What follows belongs to an exercise in optimizing a design on an open flow for small area; a production flow would make more cautious choices.
The RTL was checked by simulation tests, not by an equivalence proof against the original design.
Power figures rest on the tool's default switching activity, not on a simulated workload.

$ cat run.sh
#!/bin/bash
# synth_recipe.tcl (not shown) runs the flow's synth.tcl, then flattens the netlist and writes it again
# the make line also repeats each setting of config.mk as NAME=value (left out here)
make -C /OpenROAD-flow-scripts/flow DESIGN_CONFIG=/design/flow/config.mk WORK_HOME=/design/flow/orfs CLKGATE_MAP_FILE= SYNTH_SCRIPT=/design/flow/synth_recipe.tcl finish
$ cat config.mk
export PLATFORM = sky130hd
export DESIGN_NAME = ddr_main
export DESIGN_NICKNAME = ddr_main
export VERILOG_FILES = /design/flow/design.v
export SDC_FILE = /design/flow/constraint.sdc
export NUM_CORES = 4
export LEC_CHECK = 0
export ABC_AREA = 1
export CAP_MARGIN = 20
export CORE_MARGIN = 2
export CORE_UTILIZATION = 60
export CTS_BUF_LIST = sky130_fd_sc_hd__clkbuf_8
export CTS_CLUSTER_DIAMETER = 200
export CTS_CLUSTER_SIZE = 40
export SLEW_MARGIN = 20
$ cat constraint.sdc
create_clock -name core_clock -period 16.0 [get_ports {clk}]
set_input_delay 3.2000 -clock core_clock [delete_from_list [all_inputs] [get_ports {clk}]]
set_output_delay 3.2000 -clock core_clock [all_outputs]
set_load 0.01 [all_outputs]
$ cat design.v
`timescale 1ns / 1ps
module ddr_main (
    input        clk,
    input        rst,
    input        btnU,
    input        btnD,
    input        btnL,
    input        btnR,
    input  [7:0] sw,
    output [7:0] led,
    output [6:0] seg,
    output [3:0] an
);
localparam [1:0] ST_GAME = 2'd0, ST_PAUSE = 2'd1, ST_RESET = 2'd2;
reg [1:0] state;
wire s_game  = (state == ST_GAME);
wire s_pause = (state == ST_PAUSE);
wire s_reset = (state == ST_RESET);
reg [2:0] pu, pd, pl, pr;
reg isU, isD, isL, isR;
always @(posedge clk)
    if (rst) begin
        pu <= 0; pd <= 0; pl <= 0; pr <= 0;
        isU <= 0; isD <= 0; isL <= 0; isR <= 0;
    end else begin
        pu <= {btnU, pu[2:1]};
        pd <= {btnD, pd[2:1]};
        pl <= {btnL, pl[2:1]};
        pr <= {btnR, pr[2:1]};
        isU <= ~pu[0] & pu[1];
        isD <= ~pd[0] & pd[1];
        isL <= ~pl[0] & pl[1];
        isR <= ~pr[0] & pr[1];
    end
wire game_rst   = pr[2] | pr[1];
wire combo_hold = pl[2] | pl[1];
reg combo_en;
always @(posedge clk)
    if (rst) begin
        state <= ST_RESET;
        combo_en <= 1'b0;
    end else begin
        state <= sw[0] ? (game_rst ? ST_RESET : ST_PAUSE) : ST_GAME;
        combo_en <= sw[0] & combo_hold;
    end
reg ddv, den;
reg [7:0] dv;
always @(posedge clk)
    if (rst || s_reset) begin
        ddv <= 1'b0;
        den <= 1'b0;
        dv <= 8'd0;
    end else begin
        ddv <= ~ddv;
        den <= ddv;
        if (den) dv <= dv + 8'd1;
    end
wire met  = |dv;                  
wire tick = (dv == 8'd1) & ddv;   
reg [6:0] rr;
reg nb;
always @(posedge clk)
    if (rst) begin
        rr <= 7'd0;
        nb <= 1'b0;
    end else if (s_reset) begin
        rr <= sw[7:1];
        nb <= 1'b0;
    end else if (tick) begin
        nb <= ~(rr[6] ^ rr[5]);
        rr <= {nb, rr[6:1]};
    end
reg [3:0] next_mask;
always @* begin
    case (rr % 7'd11)
        7'd0:  next_mask = 4'b1000;
        7'd1:  next_mask = 4'b0100;
        7'd2:  next_mask = 4'b0010;
        7'd3:  next_mask = 4'b0001;
        7'd4:  next_mask = 4'b1100;
        7'd5:  next_mask = 4'b1010;
        7'd6:  next_mask = 4'b1001;
        7'd7:  next_mask = 4'b0110;
        7'd8:  next_mask = 4'b0101;
        7'd9:  next_mask = 4'b0011;
        default: next_mask = 4'b0000;
    endcase
end
reg [2:0] pm;
reg isM;
always @(posedge clk)
    if (rst) begin
        pm <= 0;
        isM <= 0;
    end else begin
        pm <= {met, pm[2:1]};
        isM <= ~pm[0] & pm[1];
    end
reg [3:0] q0, q1, q2, q3;
always @(posedge clk)
    if (rst || s_reset) begin
        q0 <= 0; q1 <= 0; q2 <= 0; q3 <= 0;
    end else if (s_game && isM) begin
        q3 <= q2; q2 <= q1; q1 <= q0; q0 <= next_mask;
    end
reg [3:0] keys;
reg hitC, hitI;
reg [3:0] k;
reg c, i;
always @* begin
    k = keys; c = hitC; i = hitI;
    if (isM) begin
        k = 4'd0; c = 1'b0; i = 1'b0;
    end
    if (s_game) begin
        if (met && !c && !i) begin
            if (isU) begin if (!k[3] && !(k[2]&k[1]) && !(k[2]&k[0]) && !(k[1]&k[0])) k[3] = 1'b1; else i = 1'b1; end
            if (isD) begin if (!k[2] && !(k[3]&k[1]) && !(k[3]&k[0]) && !(k[1]&k[0])) k[2] = 1'b1; else i = 1'b1; end
            if (isL) begin if (!k[1] && !(k[3]&k[2]) && !(k[3]&k[0]) && !(k[2]&k[0])) k[1] = 1'b1; else i = 1'b1; end
            if (isR) begin if (!k[0] && !(k[3]&k[2]) && !(k[3]&k[1]) && !(k[2]&k[1])) k[0] = 1'b1; else i = 1'b1; end
            if (k == q3)
                c = 1'b1;
            else if (k != 4'd0 && (k & ~q3) != 4'd0)
                i = 1'b1;
        end else if (!met) begin
            if (isU | isD | isL | isR) i = 1'b1;
            if (!i && !c) i = 1'b1;
        end
    end
end
always @(posedge clk)
    if (rst) begin
        keys <= 0; hitC <= 0; hitI <= 0;
    end else begin
        keys <= k; hitC <= c; hitI <= i;
    end
reg [2:0] pc, pi;
reg isC, isI;
always @(posedge clk)
    if (rst) begin
        pc <= 0; pi <= 0; isC <= 0; isI <= 0;
    end else begin
        pc <= {hitC, pc[2:1]};
        pi <= {hitI, pi[2:1]};
        isC <= ~pc[0] & pc[1];
        isI <= ~pi[0] & pi[1];
    end
reg [4:0] sT, cT;
reg [3:0] sH, sE, sO, cH, cE, cO;
reg [1:0] mul;    
wire ge4  = (cT != 0) | (cH != 0) | (cE != 0) | (cO >= 4);
wire ge10 = (cT != 0) | (cH != 0) | (cE != 0);
wire ge15 = (cT != 0) | (cH != 0) | (cE >= 2) | ((cE == 1) & (cO >= 5));
reg [1:0] mul_n;
always @* begin
    mul_n = mul;
    if (isC) mul_n = ge15 ? 2'd3 : ge10 ? 2'd2 : ge4 ? 2'd1 : 2'd0;
    if (isI) mul_n = 2'd0;
end
wire [3:0] addv = isC ? (4'd1 << mul_n) : 4'd0;
wire [4:0] so_s = sO + addv;
wire       so_c = (so_s >= 10);
wire [3:0] so_n = so_c ? so_s - 5'd10 : so_s[3:0];
wire [3:0] se_s = sE + so_c;
wire       se_c = (se_s == 10);
wire [3:0] se_n = se_c ? 4'd0 : se_s;
wire [3:0] sh_s = sH + se_c;
wire       sh_c = (sh_s == 10);
wire [3:0] sh_n = sh_c ? 4'd0 : sh_s;
wire [4:0] st_n = sT + sh_c;
wire s_wrap = (st_n == 16) & (sh_n == 3) & ((se_n == 9) | ((se_n == 8) & (so_n >= 4)));
wire [3:0] sw_o = (se_n == 9) ? so_n + 4'd6 : so_n - 4'd4;
wire cwrap = (cT == 16) & (cH == 3) & (cE == 8) & (cO == 3);
wire co_c  = (cO == 9);
wire ce_c  = co_c & (cE == 9);
wire ch_c  = ce_c & (cH == 9);
always @(posedge clk)
    if (rst || s_reset) begin
        sT <= 0; sH <= 0; sE <= 0; sO <= 0;
        cT <= 0; cH <= 0; cE <= 0; cO <= 0;
        mul <= 2'd0;
    end else begin
        mul <= mul_n;
        if (s_game) begin
            if (s_wrap) begin
                sT <= 0; sH <= 0; sE <= 0; sO <= sw_o;
            end else begin
                sT <= st_n; sH <= sh_n; sE <= se_n; sO <= so_n;
            end
        end
        if (isI) begin
            cT <= 0; cH <= 0; cE <= 0; cO <= (s_game & isC) ? 4'd1 : 4'd0;
        end else if (s_game & isC) begin
            if (cwrap) begin
                cT <= 0; cH <= 0; cE <= 0; cO <= 0;
            end else begin
                cO <= co_c ? 4'd0 : cO + 4'd1;
                if (co_c) cE <= ce_c ? 4'd0 : cE + 4'd1;
                if (ce_c) cH <= ch_c ? 4'd0 : cH + 4'd1;
                if (ch_c) cT <= cT + 5'd1;
            end
        end
    end
reg dp2, dp1, disM;
always @(posedge clk)
    if (rst) begin
        dp2 <= 0; dp1 <= 0; disM <= 0;
    end else if (den) begin
        dp2 <= met;
        dp1 <= dp2;
        disM <= ~dp1 & dp2;
    end
reg dmode;            
reg [4:0] n0;
reg [3:0] n1, n2, n3;
reg [1:0] trk;
reg shown;
always @(posedge clk)
    if (rst) begin
        dmode <= 0; n0 <= 0; n1 <= 0; n2 <= 0; n3 <= 0;
        trk <= 0; shown <= 0;
    end else if (den) begin
        if (s_game && disM) begin
            dmode <= 1'b0;
            n0 <= {1'b0, q0}; n1 <= q1; n2 <= q2; n3 <= q3;
        end else if (s_pause) begin
            dmode <= 1'b1;
            if (combo_en) begin
                n0 <= cT; n1 <= cH; n2 <= cE; n3 <= cO;
            end else begin
                n0 <= sT; n1 <= sH; n2 <= sE; n3 <= sO;
            end
        end
        trk <= trk + 2'd1;
        shown <= 1'b1;
    end
reg [4:0] cur;
always @* begin
    case (trk)
        2'd0: cur = n0;
        2'd1: cur = {1'b0, n1};
        2'd2: cur = {1'b0, n2};
        default: cur = {1'b0, n3};
    endcase
end
reg [3:0] amask;
always @* begin
    if (!dmode) amask = cur[3:0];
    else case (cur)
        5'd10: amask = 4'b1000;
        5'd11: amask = 4'b0100;
        5'd12: amask = 4'b0010;
        5'd13: amask = 4'b0001;
        5'd14: amask = 4'b1100;
        5'd15: amask = 4'b1010;
        5'd16: amask = 4'b1001;
        default: amask = 4'b0000;
    endcase
end
reg [6:0] dseg;
always @* begin
    case (cur[3:0])
        4'd0: dseg = 7'b1000000;
        4'd1: dseg = 7'b1111001;
        4'd2: dseg = 7'b0100100;
        4'd3: dseg = 7'b0110000;
        4'd4: dseg = 7'b0011001;
        4'd5: dseg = 7'b0010010;
        4'd6: dseg = 7'b0000010;
        4'd7: dseg = 7'b1111000;
        4'd8: dseg = 7'b0000000;
        default: dseg = 7'b0011000;
    endcase
end
wire [6:0] aseg = {1'b1, ~amask[1], ~amask[1], ~amask[2], ~amask[0], ~amask[0], ~amask[3]};
wire is_digit = dmode & (cur < 5'd10);
assign seg = !shown ? 7'b1111111 : is_digit ? dseg : aseg;
assign an  = !shown ? 4'b1111 : ~(4'b1000 >> trk);
assign led = {4'b0001 << mul, hitC, hitI, state};
endmodule
==> flow_summary.yaml, run 1 <==
outcome:
  status: "timing/DRC/antenna clean"
cells_and_area:
  final_layout_size_suffix_gt1_share_pct: 5.45
  final_common_cell: "nand2_1"
  fillCellCount: 1098
  nets: 1131
  multiInputGateArea_um2: 3900
  final_cell_mix: "185 x nand2_1, 156 x inv_1, 131 x dfxtp_1"
  syn_to_final_growth_pct: 10.9
  seqCellArea_um2: 2620
  n_antenna_cell: 0
global_routing:
  antenna_found_initial: 0
  grt_usage_pct: 26.6
  grt_pass1_vias: 5986
  gr-total-overflow: 0
  grt_max_degree: 48
  grt_pass1_wl_um: 27800
setup_path:
  cp_top_family: "simple AND/OR/NAND/NOR gates"
  critPathArrivalTime_ns: 7.88
  crit_type: "reg -> reg"
  cp_max_fo: 6
  startpoint_type: "register"
  end_kind: "register"
  worst_path_max_delay_cell: "o41ai_1"
  reg2reg_setup_slack_ns: 8.51
  worst_r2r_path_depth: 37
  reg2reg_to: "sO[3]$_SDFFE_PP0N_"
  crit_start: "cE[0]$_SDFFE_PP0P_"
  reg2reg_from: "cE[0]$_SDFFE_PP0P_"
  cp.required_ns: 16.39
  path_depth: 37
  critPathMaxStageDelay_ns: 0.68
  endpoint: "sO[3]$_SDFFE_PP0N_"
  worstPathBufferInverterCount: 8
synthesis:
  yosys-top-cells-area: "dfxtp_1 36%, nand2_1 9.5%, ha_1 8.1%, inv_1 8.0%, nor2_1 6.2%"
  synthesis.nets: 1107
  synth.cell_area_um2: 7280
  synthFlopType: "dfxtp_1"
  syn_avg_cell_area_um2: 6.97
  yosysSeqAreaShare_pct: 36.0
  yosysUniqueCellTypes: 46
  ys_warn_count: 1
  ys_ff_latch: 131
  synth_top_area_cell: "dfxtp_1"
  synth-edff-count: 0
  synth_top_area_share_pct: 36.0
  ys_async_sr_fraction_pct: 0
  synthCells: 1045
floorplan:
  die_height_um: 114
  die_area_um2: 13000
  io_pins: 33
  row_count: 40
  die_w_um: 114
  coreArea_um2: 11900
  initial_core_util_pct: 61.1
clock_network:
  cts_htree_levels: 4
  holdBufCountCts: 0
  clk_pin_slew_ns: 0.10
  cts_buffers: 17
  post_cts_resized: 0
  insertion_delay_ns: 0.46
  cts_setup_buffers: 0
  cts_buffer_depth: 2
  cts_tree: "built"
  root_buffer: "clkbuf_8"
  cts_sinks: 131
placement:
  post-dp-hpwl_um: 12400
  numPortBuffers: 32
  place_congestion: 0.948
sta:
  holdWs_ns: 0.387
  hold_violations: 0
  final-setup-viol-count: 0
  tightest_slew_ns: 0.871
  setup-tns-final_ns: 0
  period_share_pct: 46.8
  final_max_slew_viol_count: 0
  max_freq_ghz: 0.134
  period_needed_ns: 7.49
  rsz0062_at_grt: "no"
  skew_ns: 0.0134
  relSlewSlack_pct: 41.9
drt:
  dr.pass1.iters: 7
  routed_wl_um: 16800
  dr_wl_met2_um: 7930
  top_layer: "met4"
  ant_nets: 0
  wl_met3_um: 673
  m1WireLength_um: 7790
  vias: 6708
  drt-initial-drc-count: 603
  avgRoutedWirePerCell_um: 13.7
  vias_per_cell: 5.46
  drc: 0
pwr:
  p_leak_nw: 3.48
  switching_power_uw: 227
  ir_drop_uv: 78.2
  p_sw_share_pct: 32.0
  power_density_nw_per_um2: 87.8
  combPwrFrac_pct: 13.8
  p_clk_share_pct: 38.8
  seqPwrFrac_pct: 47.5
  p_int_uw: 482
job:
  maxCapViolCount: 0
min_path:
  hold_path.class: "reg -> reg"
layout make-up:
type / count / share of cell area [%]
multi-input cells: 716 / 48.3
flip-flops and latches: 131 / 32.5
inverters: 167 / 7.76
repair buffers: 36 / 4.28
clock buffers: 17 / 2.90
well taps: 147 / 2.28
clock inverters: 15 / 1.98
routing by layer:
metal / vias to the layer above / GRT usage [%]
met5: - / 0
met3: 30 / 5.19
met4: 0 / 9.84
met2: 147 / 44.5
li1: 3487 / -
met1: 3044 / 34.2
registers in the layout, summed over array words and instances (netlist names), 4 cells and up:
signal and count:
dv 8, rr 7, cT 5, n0 5, sT 5, cE 4, cH 4, cO 4
keys 4, n1 4, n2 4, n3 4, q0 4, q1 4, q2 4, q3 4
sE 4, sH 4, sO 4
power groups by stage:
stage	registers, mW	logic [mW]	clock network [mW]
detailed placement	0.344	0.0980	0
global placement	0.344	0.0973	0
finish	0.337	0.0978	0.275
CTS	0.337	0.0984	0.280
floorplan	0.342	0.0785	0
global route	0.337	0.113	0.294
synthesized netlist by cell type (3+ instances only):
master and n:
nand2_2 8, inv_1 156, a31oi_1 17, o21ai_1 8
o21ai_0 63, nor4_1 8, nand4_1 12, nor3_1 22
a211oi_1 9, o211ai_1 21, nand3b_1 3, nor2_1 121
inv_2 5, dfxtp_1 131, nand2_4 4, buf_1 5
clkbuf_1 23, xor2_1 13, clkinv_1 6, a21oi_1 77
nand2_1 185, a221oi_1 4, o21a_1 5, ha_1 47
o22ai_1 3, buf_4 3, nand3_1 62
cells by family after synthesis:
family / synth area share, %
multiplexers: 0.138
AO/OA/AOI/OAI: 17.4
XOR/XNOR: 1.80
AND/OR/NAND/NOR: 25.9
flip-flops: 36.0
adder cells (fa/ha/maj): 8.35
buffers and inverters: 10.4
worst register-to-register path, delay by kind of cell, from the launching register on:
family,cells,cell delay (ns)
simple gates,9,2.09
fa+ha+maj,9,2.04
buf+inv,8,0.72
compound gates,7,1.55
flops,1,0.38
xor+xnor,4,0.65
worst min path at each step:
| stage | startpoint | end | depth (start not counted) |
|---|---|---|---|
| 2_1_floorplan | pc[0]$_SDFF_PP0_ | isC$_SDFF_PP0_ | 1 |
| 3_3_place_gp | pi[0]$_SDFF_PP0_ | isI$_SDFF_PP0_ | 1 |
| 3_5_place_dp | pm[0]$_SDFF_PP0_ | isM$_SDFF_PP0_ | 1 |
| 4_1_cts | pl[0]$_SDFF_PP0_ | isL$_SDFF_PP0_ | 1 |
| 5_1_grt | pl[0]$_SDFF_PP0_ | isL$_SDFF_PP0_ | 1 |
| 6_report | pl[0]$_SDFF_PP0_ | isL$_SDFF_PP0_ | 1 |
per-stage QoR:
step	instances	total power [mW]	util (%)	area, um^2	setup WS, ns
floorplan	1045	0.420	-	7280	9.48
global placement	1197	0.441	64.5	7680	8.91
detailed placement	1197	0.442	64.5	7680	8.68
CTS	1229	0.715	67.8	8080	8.61
global route	1229	0.744	67.8	8080	7.66
finish	1229	0.709	67.8	8080	8.51
==> inputs of run 2 (changes only) <==
--- a/config.mk
+++ b/config.mk
@@ -8,8 +8,7 @@
 export ABC_AREA = 1
 export CAP_MARGIN = 20
 export CORE_MARGIN = 2
-export CORE_UTILIZATION = 60
-export CTS_BUF_LIST = sky130_fd_sc_hd__clkbuf_8
-export CTS_CLUSTER_DIAMETER = 200
-export CTS_CLUSTER_SIZE = 40
+export CORE_UTILIZATION = 70
+export CTS_CLUSTER_DIAMETER = 500
+export CTS_CLUSTER_SIZE = 100
 export SLEW_MARGIN = 20
==> run 2 against run 1 <==
Routed wire length grew 3.5%. Via count is 2.9% higher. Hold slack improved by 0.0016 ns. Sequential power hardly changed. Combinational power is 0.8% higher. Area after synthesis did not move. Count of clock-buffer cells in the layout increased by 2. Cell count decreased by 0.98%. First-iteration DRC count increased by 8.6%. Die area down 14%. Utilization grew 13 points. Sequential share of layout area shrank 0.60 points. Largest power group is now clock.
==> flow_summary.yaml, run 2 <==
drt:
  drt-initial-drc-count: 655
  vias_per_cell: 5.67
  drc: 0
  dr.pass1.iters: 7
  vias: 6900
  avgRoutedWirePerCell_um: 14.3
  routed_wl_um: 17400
  ant_nets: 0
clock_network:
  insertion_delay_ns: 0.53
  cts_buffer_depth: 2
  post_cts_resized: 0
  holdBufCountCts: 0
  root_buffer: "clkbuf_8"
  cts_buffers: 17
  clk_pin_slew_ns: 0.06
  cts_sinks: 131
  cts_tree: "built"
  cts_setup_buffers: 0
  cts_htree_levels: 4
synthesis:
  yosys-top-cells-area: "dfxtp_1 36%, nand2_1 9.5%, ha_1 8.1%, inv_1 8.0%, nor2_1 6.2%"
  synth_top_area_cell: "dfxtp_1"
  yosysSeqAreaShare_pct: 36.0
  syn_avg_cell_area_um2: 6.97
  ys_async_sr_fraction_pct: 0
  synthesis.nets: 1107
  synth_top_area_share_pct: 36.0
  synth_common_cells: "185 x nand2_1, 156 x inv_1, 131 x dfxtp_1"
  ys_ff_latch: 131
  yosysUniqueCellTypes: 46
  ys_warn_count: 1
  synth_most_common_cell: "nand2_1"
  synth.cell_area_um2: 7280
  synthCells: 1045
  synthFlopType: "dfxtp_1"
  synth-edff-count: 0
job:
  maxCapViolCount: 0
pwr:
  p_leak_nw: 3.56
  seqPwrFrac_pct: 42.0
  p_clk_share_pct: 45.8
  combPwrFrac_pct: 12.2
  switching_power_uw: 214
  p_sw_share_pct: 26.6
  p_int_uw: 591
  ir_drop_uv: 84.3
  power_density_nw_per_um2: 97.9
sta:
  final-setup-viol-count: 0
  period_share_pct: 48.7
  setup-tns-final_ns: 0
  relSlewSlack_pct: 25.8
  hold_violations: 0
  final_max_slew_viol_count: 0
  tightest_slew_ns: 1.11
  skew_ns: 0.00483
  rsz0062_at_grt: "no"
  max_freq_ghz: 0.128
  holdWs_ns: 0.389
  period_needed_ns: 7.78
cells_and_area:
  n_antenna_cell: 0
  final_common_cell: "nand2_1"
  largest-register: "dv"
  final_cell_mix: "185 x nand2_1, 156 x inv_1, 131 x dfxtp_1"
  syn_to_final_growth_pct: 13.0
  final_area_um2: 8230
  nets: 1130
  reg.largest.list: "dv x8, rr x7"
  final_layout_size_suffix_gt1_share_pct: 5.27
  largest_register_ffs: 8
floorplan:
  initial_core_util_pct: 71.2
  io_pins: 33
  row_count: 37
  die_w_um: 106
  coreArea_um2: 10200
  die_area_um2: 11200
  die_height_um: 106
global_routing:
  gr-total-overflow: 0
  grt_max_degree: 48
  grt_pass1_wl_um: 28900
  grt_pass1_vias: 6377
  antenna_found_initial: 0
  grt_usage_pct: 32.0
placement:
  place_area_um2: 7660
  place_congestion: 0.955
  numPortBuffers: 32
  post-dp-hpwl_um: 12400
setup_path:
  worst_r2r_path_depth: 37
  end_kind: "register"
  crit_type: "reg -> reg"
  cp_max_fo: 6
  cp.required_ns: 16.46
  reg2reg_to: "sO[3]$_SDFFE_PP0N_"
  critPathMaxStageDelay_ns: 0.70
  reg2reg_from: "cE[1]$_SDFFE_PP0P_"
  critPathArrivalTime_ns: 8.24
  worst_path_max_delay_cell: "o41ai_1"
  reg2reg_setup_slack_ns: 8.22
  startpoint_type: "register"
min_path:
  holdPathStages: 1
  hp-start: "pr[0]$_SDFF_PP0_"
  hold_path.class: "reg -> reg"
  hold_path_end: "isR$_SDFF_PP0_"
outcome:
  status: "timing/DRC/antenna clean"
[run 2: cell count changes in the layout (fill, tap and decap cells not counted), sizes merged]
| cell | change |
|---|---|
| inv | -8 |
| clkinvlp | +1 |
| buf | -1 |
| clkbuf | +2 |
| bufinv | +2 |
| clkinv | +3 |
[run 2: critical path: cells and delay by family (launching register included)]
family | cells | cell delay [ns]
flip-flops | 1 | 0.35
adder cells (fa/ha/maj) | 9 | 2.07
XOR/XNOR | 4 | 0.67
AND/OR/NAND/NOR | 9 | 2.21
AO/OA/AOI/OAI | 7 | 1.61
buffers and inverters | 8 | 0.78
[run 2: cell families (layout without fill, tap and decap cells)]
family,count (synthesis),count (layout),synth area share [%]
AOI/OAI and AO/OA,218,218,17.4
xor gates and xnor gates,15,15,1.80
adders and majority gates,48,48,8.35
buffers and inverters,198,234,10.4
DFF,131,131,36.0
muxes,1,1,0.138
and+or+nand+nor,434,434,25.9
[run 2: cell type report]
| cell class | count | area [um^2] |
|---|---|---|
| clock buffers | 19 | 432 |
| clock inverters | 13 | 135 |
| fillers | 741 | 2000 |
| inverters | 167 | 627 |
| multi-input cells | 716 | 3900 |
| flip-flops and latches | 131 | 2620 |
| well taps | 136 | 170 |
| repair buffers | 35 | 338 |
[run 2: metal layers]
metal / global-route usage, % / wire, um
met1: 39.4 / 7470
met2: 55.8 / 8460
met3: 6.19 / 1050
met4: 11.7 / 419
met5: 0 / 0
[run 2: metrics by stage]
stage          setup slack [ns]  util (%)  total power, mW  cells
2_1_floorplan              9.48         -            0.420   1045
3_5_place_dp               8.49      74.9            0.442   1185
6_report                   8.22      80.4            0.805   1217
5_1_grt                    7.60      80.4            0.838   1217
4_1_cts                    8.34      80.4            0.806   1217
3_3_place_gp               8.92      74.9            0.440   1185
[run 2: how the worst max path moves through the flow]
stage / startpoint / slack, ns / depth (start not counted) / endpoint
after CTS: cE[1]$_SDFFE_PP0P_ / 8.34 / 37 / sO[3]$_SDFFE_PP0N_
after detailed placement: cE[1]$_SDFFE_PP0P_ / 8.49 / 37 / sO[3]$_SDFFE_PP0N_
after floorplan: cE[1]$_SDFFE_PP0P_ / 9.48 / 43 / sO[3]$_SDFFE_PP0N_
after global routing: cE[1]$_SDFFE_PP0P_ / 7.60 / 37 / sO[3]$_SDFFE_PP0N_
after global placement: cE[0]$_SDFFE_PP0P_ / 8.92 / 37 / sO[3]$_SDFFE_PP0N_
final: cE[1]$_SDFFE_PP0P_ / 8.22 / 37 / sO[3]$_SDFFE_PP0N_
[run 2: power groups by stage]
stage,logic (mW),clock network (mW),registers [mW]
3_5_place_dp,0.0973,0,0.345
2_1_floorplan,0.0785,0,0.342
6_report,0.0986,0.369,0.338
3_3_place_gp,0.0953,0,0.345
5_1_grt,0.114,0.386,0.339
4_1_cts,0.0980,0.371,0.338
==> inputs of run 3 (changes only) <==
==> config.mk (replaced) <==
export PLATFORM = sky130hd
export DESIGN_NAME = ddr_main
export DESIGN_NICKNAME = ddr_main
export VERILOG_FILES = /design/flow/design.v
export SDC_FILE = /design/flow/constraint.sdc
export NUM_CORES = 4
export LEC_CHECK = 0
export CAP_MARGIN = 20
export CORE_MARGIN = 2
export CORE_UTILIZATION = 40
export SLEW_MARGIN = 20
==> run 3 against run 2 <==
Still clean. Worst setup slack gained 0.51 ns. Via count decreased by 8.0%. Clock power fell by 2%. Sequential share of layout area fell by 1.1 points. Critical endpoint is now seg[4].
==> flow_summary.yaml, run 3 <==
outcome:
  status: "timing/DRC/antenna clean"
synthesis:
  ys_async_sr_fraction_pct: 0
  ys_warn_count: 1
  synth-edff-count: 0
  synth_common_cells: "131 x dfxtp_1, 122 x nor2_1, 85 x nand2_1"
  yosysSeqAreaShare_pct: 34.7
  yosys-top-cells-area: "dfxtp_1 35%, ha_1 7.8%, nor2_1 6.1%, mux2i_1 5.2%, a21oi_1 4.4%"
  synth_top_area_share_pct: 34.7
  synth.cell_area_um2: 7550
  synthesis.nets: 993
  syn_avg_cell_area_um2: 8.11
  synthCells: 931
  ys_ff_latch: 131
  synthFlopType: "dfxtp_1"
  synth_top_area_cell: "dfxtp_1"
  yosysUniqueCellTypes: 78
  synth_most_common_cell: "dfxtp_1"
clock_network:
  cts_buffer_depth: 2
  cts_tree: "built"
  root_buffer: "clkbuf_16"
  holdBufCountCts: 0
  clk_pin_slew_ns: 0.06
  cts_htree_levels: 4
  cts_buffers: 17
  cts_setup_buffers: 0
  cts_sinks: 131
  post_cts_resized: 0
  insertion_delay_ns: 0.43
floorplan:
  coreArea_um2: 18600
  die_height_um: 141
  initial_core_util_pct: 40.5
  io_pins: 33
  row_count: 50
  die_area_um2: 20000
  die_w_um: 141
min_path:
  hold_path.class: "reg -> reg"
  hp-start: "pr[0]$_SDFF_PP0_"
  holdPathStages: 1
  hold_path_end: "isR$_SDFF_PP0_"
setup_path:
  end_kind: "output pin"
  cp.required_ns: 12.80
  critPathArrivalTime_ns: 4.07
  startpoint_type: "register"
  reg2reg_setup_slack_ns: 9.42
  crit_type: "reg -> out"
  reg2reg_to: "sO[2]$_SDFFE_PP0N_"
  cp_max_fo: 6
  reg2reg_from: "cE[0]$_SDFFE_PP0P_"
  worst_r2r_path_depth: 29
  crit_start: "trk[0]$_SDFFE_PP0P_"
sta:
  max_freq_ghz: 0.138
  rsz0062_at_grt: "no"
  setup-tns-final_ns: 0
  relSlewSlack_pct: 33.0
  tightest_slew_ns: 1.00
  final-setup-viol-count: 0
  setup_slack_ns: 8.73
  hold_violations: 0
  period_needed_ns: 7.27
  skew_ns: 0.0193
  period_share_pct: 45.4
  final_max_slew_viol_count: 0
cells_and_area:
  n_antenna_cell: 0
  largest-register: "dv"
  final_cell_mix: "131 x dfxtp_1, 122 x nor2_1, 85 x nand2_1"
  final_layout_size_suffix_gt1_share_pct: 5.39
  fillCellCount: 1855
  final_common_cell: "dfxtp_1"
  reg.largest.list: "dv x8, rr x7"
  syn_to_final_growth_pct: 12.9
  largest_register_ffs: 8
  nets: 996
global_routing:
  grt_max_degree: 65
  grt_pass1_vias: 5948
  gr-total-overflow: 0
  antenna_found_initial: 0
  grt_usage_pct: 18.0
  grt_pass1_wl_um: 29400
pwr:
  p_leak_nw: 3.16
  ir_drop_uv: 71.4
  power_density_nw_per_um2: 94.8
drt:
  routed_wl_um: 17200
  drt-initial-drc-count: 391
  dr.pass1.iters: 7
  ant_nets: 0
  avgRoutedWirePerCell_um: 14.5
  vias_per_cell: 5.37
  vias: 6346
  drc: 0
placement:
  numPortBuffers: 32
  post-dp-hpwl_um: 12100
  place_congestion: 0.855
  place_ws_ns: 9.22
job:
  maxCapViolCount: 0
run 3: cell types whose count changed after synthesis, sizes merged, moves of 12 or more:
cell    change
o21ai      -36
nand3      -43
buf        +12
xnor2      +14
o211ai     -13
nand2     -112
a211oi     +16
nand2b     +17
mux2i      +38
nor2b      +42
inv       -124
run 3: logic make-up (layout without fill, tap and decap cells):
kind of cell               Yosys count  count (layout)  share of synthesized area [%]
AOI/OAI and AO/OA                  218             218                           19.0
adders and majority gates           48              48                           8.05
xor gates and xnor gates            35              35                           4.06
muxes                               43              43                           5.77
and+or+nand+nor                    367             367                           23.6
buffers and inverters               89             105                           4.80
DFF                                131             131                           34.7
run 3: area by class of cell:
type	instances	area [um^2]	share of cell area, %
Clock buffer	19	453	5.31
Clock inverter	13	101	1.19
Inverter	38	143	1.67
Multi-Input combinational cell	711	4580	53.7
Sequential cell	131	2620	30.8
Tap cell	234	293	3.43
Timing Repair Buffer	35	338	3.96
run 3: per-layer routing:
metal	vias to the layer above	GRT usage (%)	share of wire [%]
li1	3285	-	-
met1	2959	24.0	50
met2	87	28.9	46
met3	15	3.68	2.5
met4	0	6.26	1.3
met5	-	0	0
run 3: how the worst max path moves through the flow:
stage,endpoint,slack [ns]
6_report,seg[4],8.73
3_3_place_gp,seg[4],9.35
5_1_grt,seg[4],8.33
2_1_floorplan,sO[2]$_SDFFE_PP0N_,10.09
4_1_cts,seg[4],8.75
3_5_place_dp,seg[4],9.22
run 3: report_power, final:
group / switching (mW) / internal, mW / total, mW / leakage (nW)
Sequential: 0.0134 / 0.332 / 0.345 / 1.06
Combinational: 0.0574 / 0.0462 / 0.104 / 1.85
Clock: 0.152 / 0.208 / 0.360 / 0.256
run 3: metrics by stage:
stage	cells	cell area (um^2)	hold slack, ns	utilization (%)	power [mW]
floorplan	931	7550	0.367	-	0.432
global placement	1149	7970	0.372	42.7	0.454
detailed placement	1149	7970	0.375	42.8	0.455
CTS	1181	8530	0.381	45.7	0.820
global route	1181	8530	0.392	45.7	0.849
finish	1181	8530	0.378	45.7	0.809
run 3: critical path: stages, from the launching register on:
cell and delay (ns):
dfxtp_1 0.42, inv_1 0.09, ha_1 0.27, a222oi_1 0.36, nand2_1 0.08, o21ai_0 0.29, inv_1 0.17, ha_1 0.30
nand2_1 0.10, nand2b_1 0.07, a21boi_0 0.23, a21boi_1 0.12, o2111a_1 0.13, o31ai_1 0.34, a31o_2 0.16, clkdlybuf4s50_1 0.53
==> inputs of run 4 (changes only) <==
==> flow/run.sh (new file) <==
#!/bin/bash
# Own layout flow: the standard synthesis, then an area re-mapping of the
# combinational logic (registers untouched), then the standard layout steps
# with the clock tree built without dummy loads.
set -euo pipefail
W=$(pwd)
R=$W/orfs/results/${FLOW_PLATFORM}/ddr_main/base
YOSYS=yosys
if ! command -v yosys >/dev/null 2>&1; then
  YOSYS=$FLOW_HOME/../tools/install/yosys/bin/yosys
fi

bash standard.sh synth > $W/log_synth.txt 2>&1
cp $R/1_2_yosys.v $W/standard_synth.v
REOPT_IN=$W/standard_synth.v REOPT_OUT=$W/reopt.v REOPT_ABC=$W/flow/area.abc \
  $YOSYS -c $W/flow/reopt.tcl > $W/log_reopt.txt 2>&1
cp $W/reopt.v $R/1_2_yosys.v
touch $R/1_2_yosys.v

CTS="-sink_clustering_enable -repair_clock_nets -dont_use_dummy_load"
CTS="$CTS -buf_list sky130_fd_sc_hd__clkbuf_8 -sink_clustering_size 40 -sink_clustering_max_diameter 200"
bash standard.sh "CTS_ARGS=$CTS" finish > $W/log_layout.txt 2>&1
==> flow/area.abc (new file) <==
strash
balance; rewrite; refactor; balance; rewrite; rewrite -z; balance; refactor -z; rewrite -z; balance
balance; rewrite; refactor; balance; rewrite; rewrite -z; balance; refactor -z; rewrite -z; balance
dch -f
amap
==> flow/reopt.tcl (new file) <==
# Re-map the combinational logic of the standard synthesis netlist for area.
# Registers (and every other cell that is not plain combinational logic) are
# kept as they are, with their instance names.
yosys -import
set lib $::env(FLOW_HOME)/platforms/sky130hd/lib/sky130_fd_sc_hd__tt_025C_1v80.lib
set net $::env(REOPT_IN)
set out $::env(REOPT_OUT)
set script $::env(REOPT_ABC)

read_liberty -ignore_miss_func $lib
foreach m {sky130_fd_sc_hd__dfxtp_1 sky130_fd_sc_hd__conb_1} {
  blackbox =$m
}
read_verilog $net
hierarchy -top ddr_main
flatten -wb
opt_clean -purge
tee -o $::env(REOPT_OUT).before.txt stat -liberty $lib
abc -liberty $lib -dont_use *probe* -dont_use *lpflow* -script $script
opt_clean -purge
splitnets
opt_clean -purge
hilomap -singleton -hicell sky130_fd_sc_hd__conb_1 HI -locell sky130_fd_sc_hd__conb_1 LO
insbuf -buf sky130_fd_sc_hd__buf_4 A X
opt_clean -purge
tee -o $::env(REOPT_OUT).after.txt stat -liberty $lib
check
write_verilog -noattr -nohex -nodec -selected $out
==> standard.sh (new file) <==
#!/bin/bash
# synth_recipe.tcl (not shown) runs the flow's synth.tcl, then flattens the netlist and writes it again
# the make line also repeats each setting of config.mk as NAME=value (left out here)
make -C /OpenROAD-flow-scripts/flow DESIGN_CONFIG=/design/flow/config.mk WORK_HOME=/design/flow/orfs CLKGATE_MAP_FILE= SYNTH_SCRIPT=/design/flow/synth_recipe.tcl "${@:-finish}"
--- a/config.mk
+++ b/config.mk
@@ -7,5 +7,5 @@
 export LEC_CHECK = 0
 export CAP_MARGIN = 20
 export CORE_MARGIN = 2
-export CORE_UTILIZATION = 40
+export CORE_UTILIZATION = 60
 export SLEW_MARGIN = 20
removed: run.sh
==> run 4 against run 3 <==
Hold slack better by 0.0092 ns. Sequential cell count unchanged. Non-clock buffer count unchanged. Largest cell class unchanged.
==> flow_summary.yaml, run 4 <==
pwr:
  power_density_nw_per_um2: 85.8
  p_clk_share_pct: 32.5
  switching_power_uw: 153
  seqPwrFrac_pct: 56.5
  ir_drop_uv: 77.5
  combPwrFrac_pct: 11.0
  p_leak_nw: 2.37
  p_sw_share_pct: 25.5
  p_int_uw: 447
sta:
  period_share_pct: 44.1
  tightest_slew_ns: 0.964
  final_max_slew_viol_count: 0
  hold_violations: 0
  max_freq_ghz: 0.142
  relSlewSlack_pct: 35.3
  setup-tns-final_ns: 0
  rsz0062_at_grt: "no"
  skew_ns: 0.0299
  final-setup-viol-count: 0
  period_needed_ns: 7.05
clock_network:
  cts_tree: "built"
  cts_setup_buffers: 0
  root_buffer: "clkbuf_8"
  holdBufCountCts: 0
  post_cts_resized: 0
  cts_buffer_depth: 2
  insertion_delay_ns: 0.44
  cts_sinks: 131
  cts_htree_levels: 4
  clk_pin_slew_ns: 0.09
  cts_buffers: 17
cells_and_area:
  largest_register_ffs: 8
  final_cell_mix: "201 x nor2_1, 131 x dfxtp_1, 125 x clkinv_1"
  final_util_pct: 68.4
  nets: 930
  final_common_cell: "nor2_1"
  syn_to_final_growth_pct: 11.3
  largest-register: "dv"
  final_layout_size_suffix_gt1_share_pct: 2.30
  seqCellArea_um2: 2620
  fillCellCount: 873
  reg.largest.list: "dv x8, rr x7"
  multiInputGateArea_um2: 3170
  n_antenna_cell: 0
  final_area_um2: 7000
placement:
  place_area_um2: 6770
  post-dp-hpwl_um: 11700
  numPortBuffers: 32
  place_congestion: 0.939
setup_path:
  end_kind: "output pin"
  worst_r2r_path_depth: 33
  reg2reg_to: "sO[2]$_SDFFE_PP0N_"
  cp_max_fo: 8
  reg2reg_setup_slack_ns: 9.63
  reg2reg_from: "cT[0]$_SDFFE_PP0P_"
  critPathArrivalTime_ns: 3.85
  cp.required_ns: 12.80
  startpoint_type: "register"
  crit_type: "reg -> out"
global_routing:
  grt_pass1_vias: 5779
  grt_max_degree: 61
  antenna_found_initial: 0
  gr-total-overflow: 0
  grt_usage_pct: 29.2
  grt_pass1_wl_um: 26400
floorplan:
  die_height_um: 106
  die_area_um2: 11300
  row_count: 37
  coreArea_um2: 10200
  die_w_um: 106
  initial_core_util_pct: 61.5
  io_pins: 33
drt:
  drc: 0
  dr.pass1.iters: 6
  ant_nets: 0
  avgRoutedWirePerCell_um: 15.2
  drt-initial-drc-count: 615
  routed_wl_um: 16000
  vias: 6354
  vias_per_cell: 6.05
min_path:
  hold_path.class: "reg -> reg"
  hold_path_end: "isD$_SDFF_PP0_"
  holdPathStages: 1
  hp-start: "pd[0]$_SDFF_PP0_"
job:
  maxCapViolCount: 0
synthesis:
  synthesis.nets: 880
  synth.cell_area_um2: 6290
  ys_warn_count: 1
  synthCells: 866
  syn_avg_cell_area_um2: 7.26
outcome:
  status: "timing/DRC/antenna clean"
-- run 4: changes by cell type in the layout (fill, tap and decap cells not counted), sizes merged, moves of 30 or more --
cell	delta
mux2i	-39
ha	-47
inv	-41
nor2b	-30
nor2	+79
clkinv	+121
-- run 4: routing by layer --
| layer | global-route usage [%] | share of wire [%] | up-vias | routed length [um] |
|---|---|---|---|---|
| met5 | 0 | 0 | - | 0 |
| met4 | 11.6 | 2.6 | 0 | 418 |
| met3 | 6.56 | 6.5 | 38 | 1040 |
| met2 | 49.4 | 48 | 279 | 7600 |
| met1 | 36.2 | 43 | 2891 | 6920 |
| li1 | - | - | 3146 | - |
-- run 4: layout make-up --
class                      instances  area share [%]
inverter                         125            6.70
timing repair buffer              35            4.83
multi-input combinational        606            45.2
sequential                       131            37.5
clock buffer                      17            3.34
tap                              136            2.43
-- run 4: how the worst max path moves through the flow --
stage	start	end
3_5_place_dp	trk[1]$_SDFFE_PP0P_	seg[2]
2_1_floorplan	trk[1]$_SDFFE_PP0P_	seg[4]
6_report	trk[1]$_SDFFE_PP0P_	seg[2]
5_1_grt	trk[1]$_SDFFE_PP0P_	seg[2]
3_3_place_gp	trk[1]$_SDFFE_PP0P_	seg[4]
4_1_cts	trk[1]$_SDFFE_PP0P_	seg[2]
-- run 4: worst max-delay path: stages, from the launching register on --
cell and delay (ns):
dfxtp_1 0.45, clkinv_1 0.12, and3_1 0.17, o32ai_1 0.66, clkinv_1 0.34, nor2_1 0.25
nand4_1 0.16, a31oi_1 0.24, a31oi_1 0.08, nor2_1 0.16, o21ai_0 0.13, a31o_1 0.22
clkdlybuf4s50_1 0.47
-- run 4: power by group through the flow --
stage	registers (mW)	logic, mW	clock network [mW]
after floorplan	0.344	0.0463	0
after global placement	0.346	0.0621	0
after detailed placement	0.346	0.0646	0
after CTS	0.339	0.0649	0.201
after global routing	0.340	0.0734	0.214
final	0.339	0.0661	0.195
-- run 4: stage by stage --
stage                     power, mW  hold WS, ns  std cells  setup slack (ns)
after floorplan               0.390        0.367        866             10.33
after global placement        0.408        0.372       1033              9.72
after detailed placement      0.410        0.371       1033              9.46
after CTS                     0.604        0.387       1050              9.00
after global routing          0.627        0.396       1050              8.59
final                         0.600        0.387       1050              8.95
==> inputs of run 5 (changes only) <==
--- a/config.mk
+++ b/config.mk
@@ -5,6 +5,7 @@
 export SDC_FILE = /design/flow/constraint.sdc
 export NUM_CORES = 4
 export LEC_CHECK = 0
+export ABC_AREA = 1
 export CAP_MARGIN = 20
 export CORE_MARGIN = 2
 export CORE_UTILIZATION = 60
==> run 5 against run 4 <==
Global-route usage fell by 0.98 points. Cell count decreased by 7.3%. Synthesized cell count is 8.7% lower. Routed wire length decreased by 7.3%. Non-clock buffer count up 1. Clock power increased by 2%. Largest cell class unchanged. Largest power group unchanged.
==> flow_summary.yaml, run 5 <==
outcome:
  status: "timing/DRC/antenna clean"
setup_path:
  cp.required_ns: 12.80
  reg2reg_setup_slack_ns: 9.94
  critPathArrivalTime_ns: 3.86
  reg2reg_to: "sO[3]$_SDFFE_PP0N_"
  crit_type: "reg -> out"
  worst_r2r_path_depth: 30
  end_kind: "output pin"
  startpoint_type: "register"
  reg2reg_from: "isC$_SDFF_PP0_"
  cp_max_fo: 8
floorplan:
  row_count: 36
  io_pins: 33
  die_area_um2: 10900
  die_height_um: 104
  die_w_um: 104
  initial_core_util_pct: 61.7
  coreArea_um2: 9770
global_routing:
  grt_max_degree: 50
  grt_pass1_wl_um: 24600
  grt_usage_pct: 28.2
  gr-total-overflow: 0
  antenna_found_initial: 0
  grt_pass1_vias: 5411
placement:
  post-dp-hpwl_um: 11100
  numPortBuffers: 32
  place_congestion: 1.01
clock_network:
  cts_buffer_depth: 2
  holdBufCountCts: 0
  cts_tree: "built"
  root_buffer: "clkbuf_8"
  cts_setup_buffers: 0
  clk_pin_slew_ns: 0.07
  cts_buffers: 17
  cts_sinks: 131
  post_cts_resized: 0
  insertion_delay_ns: 0.45
  cts_htree_levels: 4
min_path:
  holdPathStages: 1
  hp-start: "pi[0]$_SDFF_PP0_"
  hold_path_end: "isI$_SDFF_PP0_"
  hold_path.class: "reg -> reg"
pwr:
  p_clk_share_pct: 33.7
  seqPwrFrac_pct: 56.8
  p_leak_nw: 2.21
  p_sw_share_pct: 24.9
  ir_drop_uv: 86.0
  p_int_uw: 444
  combPwrFrac_pct: 9.5
  power_density_nw_per_um2: 87.7
  switching_power_uw: 147
cells_and_area:
  final_common_cell: "nor2_1"
  final_layout_size_suffix_gt1_share_pct: 2.62
  reg.largest.list: "dv x8, rr x7"
  nets: 856
  syn_to_final_growth_pct: 11.9
  largest-register: "dv"
  final_cell_mix: "149 x nor2_1, 131 x dfxtp_1, 117 x clkinv_1"
  final_util_pct: 69.0
  n_antenna_cell: 0
  largest_register_ffs: 8
sta:
  hold_violations: 0
  final_max_slew_viol_count: 0
  relSlewSlack_pct: 37.0
  rsz0062_at_grt: "no"
  skew_ns: 0.0258
  final-setup-viol-count: 0
  period_needed_ns: 7.06
  tightest_slew_ns: 0.942
  max_freq_ghz: 0.142
  setup-tns-final_ns: 0
  period_share_pct: 44.1
drt:
  ant_nets: 0
  drc: 0
  routed_wl_um: 14800
  vias_per_cell: 6.03
  drt-initial-drc-count: 427
  avgRoutedWirePerCell_um: 15.2
  vias: 5864
  dr.pass1.iters: 5
synthesis:
  synth.cell_area_um2: 6030
  synthesis.nets: 805
  ys_warn_count: 1
  syn_avg_cell_area_um2: 7.62
  synthCells: 791
job:
  maxCapViolCount: 0
## run 5: final cells by class
class                      instances  area [um^2]
fill                             843         3030
sequential                       131         2620
inverter                         117          439
multi-input combinational        539         2940
clock buffer                      17          234
timing repair buffer              36          345
tap                              133          166
## run 5: critical path, stage by stage (launching register included)
cell	delay, ns
dfxtp_1	0.36
nor2b_1	0.20
a22oi_1	0.23
nand3_1	0.10
o21ai_0	0.18
clkinv_1	0.27
a211oi_1	0.66
clkinv_1	0.27
nor3_1	0.29
clkinv_1	0.12
o221ai_1	0.19
clkdlybuf4s50_1	0.57
## run 5: worst max-delay path by stage
stage / from / endpoint / slack [ns]
floorplan: trk[1]$_SDFFE_PP0P_ / seg[0] / 10.45
global placement: trk[1]$_SDFFE_PP0P_ / seg[0] / 9.76
detailed placement: trk[1]$_SDFFE_PP0P_ / seg[0] / 9.48
CTS: trk[0]$_SDFFE_PP0P_ / seg[0] / 8.99
global route: trk[0]$_SDFFE_PP0P_ / seg[0] / 8.75
finish: trk[1]$_SDFFE_PP0P_ / seg[0] / 8.94
## run 5: per-layer routing
layer  wire length [um]  track usage [%]  vias up
met5                  0                0        -
met4                622             16.2        0
met3                781             6.64       44
met2               6880             45.9      158
met1               6530             34.3     2708
li1                   -                -     2954
## run 5: through the flow
stage               total power, mW  setup WS (ns)  std cells  instance area (um^2)  hold slack [ns]
floorplan                     0.380          10.45        791                  6030            0.367
finish                        0.592           8.94        973                  6750            0.381
global placement              0.396           9.76        955                  6500            0.373
detailed placement            0.399           9.48        956                  6510            0.371
global route                  0.615           8.75        973                  6750            0.404
CTS                           0.595           8.99        973                  6750            0.381
## run 5: power by group through the flow
stage                     logic, mW  clock network (mW)  registers (mW)
final                        0.0564               0.199           0.336
after global routing         0.0631               0.215           0.336
after CTS                    0.0557               0.203           0.336
after detailed placement     0.0554                   0           0.343
after global placement       0.0526                   0           0.343
after floorplan              0.0385                   0           0.342
==> inputs of run 6 (changes only) <==
--- a/flow/run.sh
+++ b/flow/run.sh
@@ -19,4 +19,5 @@
 
 CTS="-sink_clustering_enable -repair_clock_nets -dont_use_dummy_load"
 CTS="$CTS -buf_list sky130_fd_sc_hd__clkbuf_8 -sink_clustering_size 40 -sink_clustering_max_diameter 200"
-bash standard.sh "CTS_ARGS=$CTS" finish > $W/log_layout.txt 2>&1
+BUF="-inputs -outputs -buffer_cell sky130_fd_sc_hd__buf_1"
+bash standard.sh "CTS_ARGS=$CTS" "BUFFER_PORTS_ARGS=$BUF" finish > $W/log_layout.txt 2>&1
==> run 6 against run 5 <==
Combinational power shrank 5.5%. Area after synthesis unchanged. Non-clock buffer count is the same. Register-to-register slack improved by 0.16 ns. Sequential share of layout area grew 1.1 points. Die area unchanged. Largest cell class unchanged. Largest power group unchanged. Highest routed layer unchanged.
==> flow_summary.yaml, run 6 <==
sta:
  rsz0062_at_grt: "no"
  period_share_pct: 41.1
  holdWs_ns: 0.383
  final-setup-viol-count: 0
  setup-tns-final_ns: 0
  hold_violations: 0
  relSlewSlack_pct: 33.5
  skew_ns: 0.0259
  period_needed_ns: 6.58
  final_max_slew_viol_count: 0
  max_freq_ghz: 0.152
  tightest_slew_ns: 0.993
floorplan:
  io_pins: 33
  die_w_um: 104
  row_count: 36
  coreArea_um2: 9770
  die_height_um: 104
  initial_core_util_pct: 61.7
  die_area_um2: 10900
synthesis:
  synthCells: 791
  syn_avg_cell_area_um2: 7.62
  ys_warn_count: 1
  synth.cell_area_um2: 6030
  synthesis.nets: 805
pwr:
  ir_drop_uv: 76.9
  power_density_nw_per_um2: 89.8
  p_leak_nw: 2.12
  power.total_uw: 589
clock_network:
  cts_sinks: 131
  holdBufCountCts: 0
  cts_htree_levels: 4
  insertion_delay_ns: 0.44
  clk_pin_slew_ns: 0.07
  cts_buffers: 17
  cts_setup_buffers: 0
  cts_tree: "built"
  post_cts_resized: 0
  cts_buffer_depth: 2
  root_buffer: "clkbuf_8"
cells_and_area:
  reg.largest.list: "dv x8, rr x7"
  final_common_cell: "nor2_1"
  largest-register: "dv"
  final_layout_size_suffix_gt1_share_pct: 2.74
  multiInputGateArea_um2: 2940
  syn_to_final_growth_pct: 8.69
  largest_register_ffs: 8
  final_cell_mix: "148 x nor2_1, 131 x dfxtp_1, 117 x clkinv_1"
  seqCellArea_um2: 2620
  fillCellCount: 871
  n_antenna_cell: 0
  nets: 856
setup_path:
  worst_r2r_path_depth: 30
  end_kind: "output pin"
  critPathArrivalTime_ns: 3.38
  cp_max_fo: 8
  crit_start: "trk[1]$_SDFFE_PP0P_"
  reg2reg_from: "isC$_SDFF_PP0_"
  crit_type: "reg -> out"
  startpoint_type: "register"
  cp.required_ns: 12.80
drt:
  vias_per_cell: 6.06
  drt-initial-drc-count: 480
  dr.pass1.iters: 7
  ant_nets: 0
  routed_wl_um: 15100
  vias: 5893
  drc: 0
  avgRoutedWirePerCell_um: 15.5
global_routing:
  grt_pass1_vias: 5250
  gr-total-overflow: 0
  grt_usage_pct: 28.7
  grt_max_degree: 50
  antenna_found_initial: 0
  grt_pass1_wl_um: 25100
placement:
  post-dp-hpwl_um: 11200
  place_congestion: 0.945
  numPortBuffers: 32
min_path:
  hold_path.class: "reg -> reg"
  holdPathStages: 1
  hp-start: "pl[0]$_SDFF_PP0_"
job:
  maxCapViolCount: 0
outcome:
  status: "timing/DRC/antenna clean"
run 6: per-layer routing:
layer	share of wire [%]	global-route usage, %	wire, um	vias up
li1	-	-	-	2943
met3	7.0	5.76	1060	23
met2	48	47.5	7240	218
met5	0	0	0	-
met4	1.8	9.27	270	0
met1	43	37.8	6550	2709
run 6: layout make-up:
| type | instances | area share (%) |
|---|---|---|
| Clock buffer | 17 | 3.57 |
| Inverter | 117 | 6.70 |
| Sequential cell | 131 | 40.0 |
| Multi-Input combinational cell | 539 | 44.9 |
| Timing Repair Buffer | 36 | 2.31 |
| Tap cell | 133 | 2.54 |
run 6: worst paths after layout:
check | endpoint | slack (ns)
max reg2reg | sO[3]$_SDFFE_PP0N_ | 10.10
max | seg[0] | 9.42
min reg2reg | isL$_SDFF_PP0_ | 0.38
min | isL$_SDFF_PP0_ | 0.38
run 6: power by group:
part           internal, mW  total, mW  switching (mW)
clock network        0.0932      0.199           0.106
logic                0.0177     0.0533          0.0356
registers             0.331      0.336         0.00496
total                 0.442      0.589           0.147
run 6: metrics by stage:
| stage | area, um^2 | util [%] | worst slack, ns | std cells |
|---|---|---|---|---|
| floorplan | 6030 | - | 10.45 | 791 |
| global route | 6550 | 67.1 | 8.99 | 973 |
| detailed placement | 6320 | 64.6 | 9.93 | 956 |
| global placement | 6320 | 64.6 | 10.10 | 956 |
| CTS | 6550 | 67.0 | 9.50 | 973 |
| finish | 6550 | 67.1 | 9.42 | 973 |
run 6: critical path, cell delays in order (launching register included):
cell and delay (ns):
dfxtp_1 0.36, nor2b_1 0.19, a22oi_1 0.19, nand3_1 0.09, o21ai_0 0.18, clkinv_1 0.28
a211oi_1 0.62, clkinv_1 0.27, nor3_1 0.30, clkinv_1 0.12, o221ai_1 0.18, buf_1 0.18
==> inputs of run 7 (changes only) <==
--- a/flow/run.sh
+++ b/flow/run.sh
@@ -18,6 +18,6 @@
 touch $R/1_2_yosys.v
 
 CTS="-sink_clustering_enable -repair_clock_nets -dont_use_dummy_load"
-CTS="$CTS -buf_list sky130_fd_sc_hd__clkbuf_8 -sink_clustering_size 40 -sink_clustering_max_diameter 200"
+CTS="$CTS -buf_list sky130_fd_sc_hd__clkbuf_16 -sink_clustering_size 100 -sink_clustering_max_diameter 500"
 BUF="-inputs -outputs -buffer_cell sky130_fd_sc_hd__buf_1"
 bash standard.sh "CTS_ARGS=$CTS" "BUFFER_PORTS_ARGS=$BUF" finish > $W/log_layout.txt 2>&1
==> run 7 against run 6 <==
Combinational power about the same. Synthesized cell count did not move. First-iteration DRC count decreased by 5.2%. Hold slack got worse by 0.0010 ns. Via count rose by 0.75%. Still clean. Largest cell class unchanged. Area after synthesis unchanged. Worst setup slack better by 0.018 ns. Global-route usage grew 0.44 points.
==> flow_summary.yaml, run 7 <==
placement:
  numPortBuffers: 32
  post-dp-hpwl_um: 11200
  place_congestion: 0.945
  dpl.cell_count: 956
  place_ws_ns: 9.93
cells_and_area:
  largest_register_ffs: 8
  final_util_pct: 69.0
  final_common_cell: "nor2_1"
  n_antenna_cell: 0
  largest-register: "dv"
  final_cell_mix: "148 x nor2_1, 131 x dfxtp_1, 117 x clkinv_1"
  syn_to_final_growth_pct: 11.9
  fillCellCount: 841
  reg.largest.list: "dv x8, rr x7"
  final_layout_size_suffix_gt1_share_pct: 2.74
  nets: 856
  stdcell_count: 973
sta:
  period_needed_ns: 6.56
  final_max_slew_viol_count: 0
  tightest_slew_ns: 0.979
  skew_ns: 0.0196
  final-setup-viol-count: 0
  hold_violations: 0
  relSlewSlack_pct: 34.5
  rsz0062_at_grt: "no"
  period_share_pct: 41.0
  max_freq_ghz: 0.152
  setup_slack_ns: 9.44
  setup-tns-final_ns: 0
synthesis:
  syn_avg_cell_area_um2: 7.62
  ys_warn_count: 1
  synthesis.nets: 805
  synthCells: 791
  synth.cell_area_um2: 6030
floorplan:
  die_height_um: 104
  coreArea_um2: 9770
  die_w_um: 104
  io_pins: 33
  die_area_um2: 10900
  initial_core_util_pct: 61.7
  row_count: 36
clock_network:
  root_buffer: "clkbuf_16"
  insertion_delay_ns: 0.41
  cts_buffers: 17
  post_cts_resized: 0
  holdBufCountCts: 0
  cts_htree_levels: 4
  cts_sinks: 131
  cts_buffer_depth: 2
  cts_setup_buffers: 0
  cts_tree: "built"
  clk_pin_slew_ns: 0.05
setup_path:
  critPathArrivalTime_ns: 3.36
  cp_max_fo: 8
  cp.required_ns: 12.80
  crit_type: "reg -> out"
  startpoint_type: "register"
  reg2reg_setup_slack_ns: 9.98
  end_kind: "output pin"
global_routing:
  grt_pass1_wl_um: 25600
  grt_max_degree: 50
  antenna_found_initial: 0
  grt_pass1_vias: 5399
  grt_usage_pct: 29.2
  gr-total-overflow: 0
drt:
  vias: 5937
  avgRoutedWirePerCell_um: 15.8
  dr.pass1.iters: 7
  drt-initial-drc-count: 455
  routed_wl_um: 15400
  drc: 0
  ant_nets: 0
  vias_per_cell: 6.10
pwr:
  p_leak_nw: 2.21
  power_density_nw_per_um2: 103
  ir_drop_uv: 93.5
job:
  maxCapViolCount: 0
outcome:
  status: "timing/DRC/antenna clean"
min_path:
  hold_path.class: "reg -> reg"
run 7: routing by layer:
layer  track usage [%]  vias up  part of all wire [%]
met2              48.4      205                    48
met5                 0        -                     0
li1                  -     2937                     -
met1              37.8     2764                    45
met3              6.70       31                   5.9
met4              8.98        0                   2.0
run 7: area by class of cell:
cell class                      instances  area (um^2)  area share, %
Multi-Input combinational cell        539         2940           43.6
Sequential cell                       131         2620           38.9
Tap cell                              133          166           2.47
Inverter                              117          439           6.51
Timing Repair Buffer                   36          151           2.24
Clock buffer                           17          425           6.31
run 7: final timing paths:
check / start / to / cells after the start
min: pl[0]$_SDFF_PP0_ / isL$_SDFF_PP0_ / 1
min reg2reg: pl[0]$_SDFF_PP0_ / isL$_SDFF_PP0_ / 1
max reg2reg: isC$_SDFF_PP0_ / sO[3]$_SDFFE_PP0N_ / 30
max: trk[1]$_SDFFE_PP0P_ / seg[0] / 11
run 7: critical path, stage by stage, from the launching register on:
cell,delay (ns)
dfxtp_1,0.36
nor2b_1,0.19
a22oi_1,0.20
nand3_1,0.09
o21ai_0,0.18
clkinv_1,0.28
a211oi_1,0.62
clkinv_1,0.27
nor3_1,0.31
clkinv_1,0.12
o221ai_1,0.18
buf_1,0.18
run 7: report_power, final:
| group | internal, mW | switching [mW] | leakage [nW] |
|---|---|---|---|
| clock network | 0.183 | 0.118 | 0.209 |
| registers | 0.332 | 0.00506 | 1.06 |
| logic | 0.0177 | 0.0359 | 0.941 |
run 7: metrics by stage:
stage | hold slack, ns | power, mW | instance area [um^2]
detailed placement | 0.373 | 0.396 | 6320
finish | 0.382 | 0.692 | 6750
floorplan | 0.367 | 0.380 | 6030
global placement | 0.375 | 0.394 | 6320
CTS | 0.387 | 0.693 | 6740
global route | 0.398 | 0.713 | 6750

-- port drivers added, routing unchanged --
No port has a modelled driver above. Below, the same layouts with a new extraction and two added sets of constraints.
Step 1: set_driving_cell puts a clkbuf_16 on clk and a buf_2 on each other input, an assumption about the parent block.
Step 2 also shifts input and output timing later by t, the mid clock arrival at the registers, as if the neighbouring blocks saw the same clock.
Three values: no drivers, after step 1, after step 2; two values: the first two.
run | t, ns | setup slack, ns | worst register clock-pin slew, ns | worst data-port slew with drivers (ns)
run 1 | 0.497 | 8.515 / 8.515 / 8.515 | 0.10 / 0.10 | 0.03
run 2 | 0.567 | 8.216 / 8.216 / 8.216 | 0.06 / 0.06 | 0.03
run 3 | 0.463 | 8.730 / 8.684 / 9.147 | 0.06 / 0.06 | 0.04
run 4 | 0.468 | 8.948 / 8.911 / 9.379 | 0.09 / 0.09 | 0.03
run 5 | 0.479 | 8.940 / 8.904 / 9.383 | 0.08 / 0.08 | 0.03
run 6 | 0.465 | 9.424 / 9.386 / 9.850 | 0.08 / 0.08 | 0.03
run 7 | 0.444 | 9.442 / 9.401 / 9.844 | 0.06 / 0.06 | 0.03
After both steps every run listed still meets setup and hold.
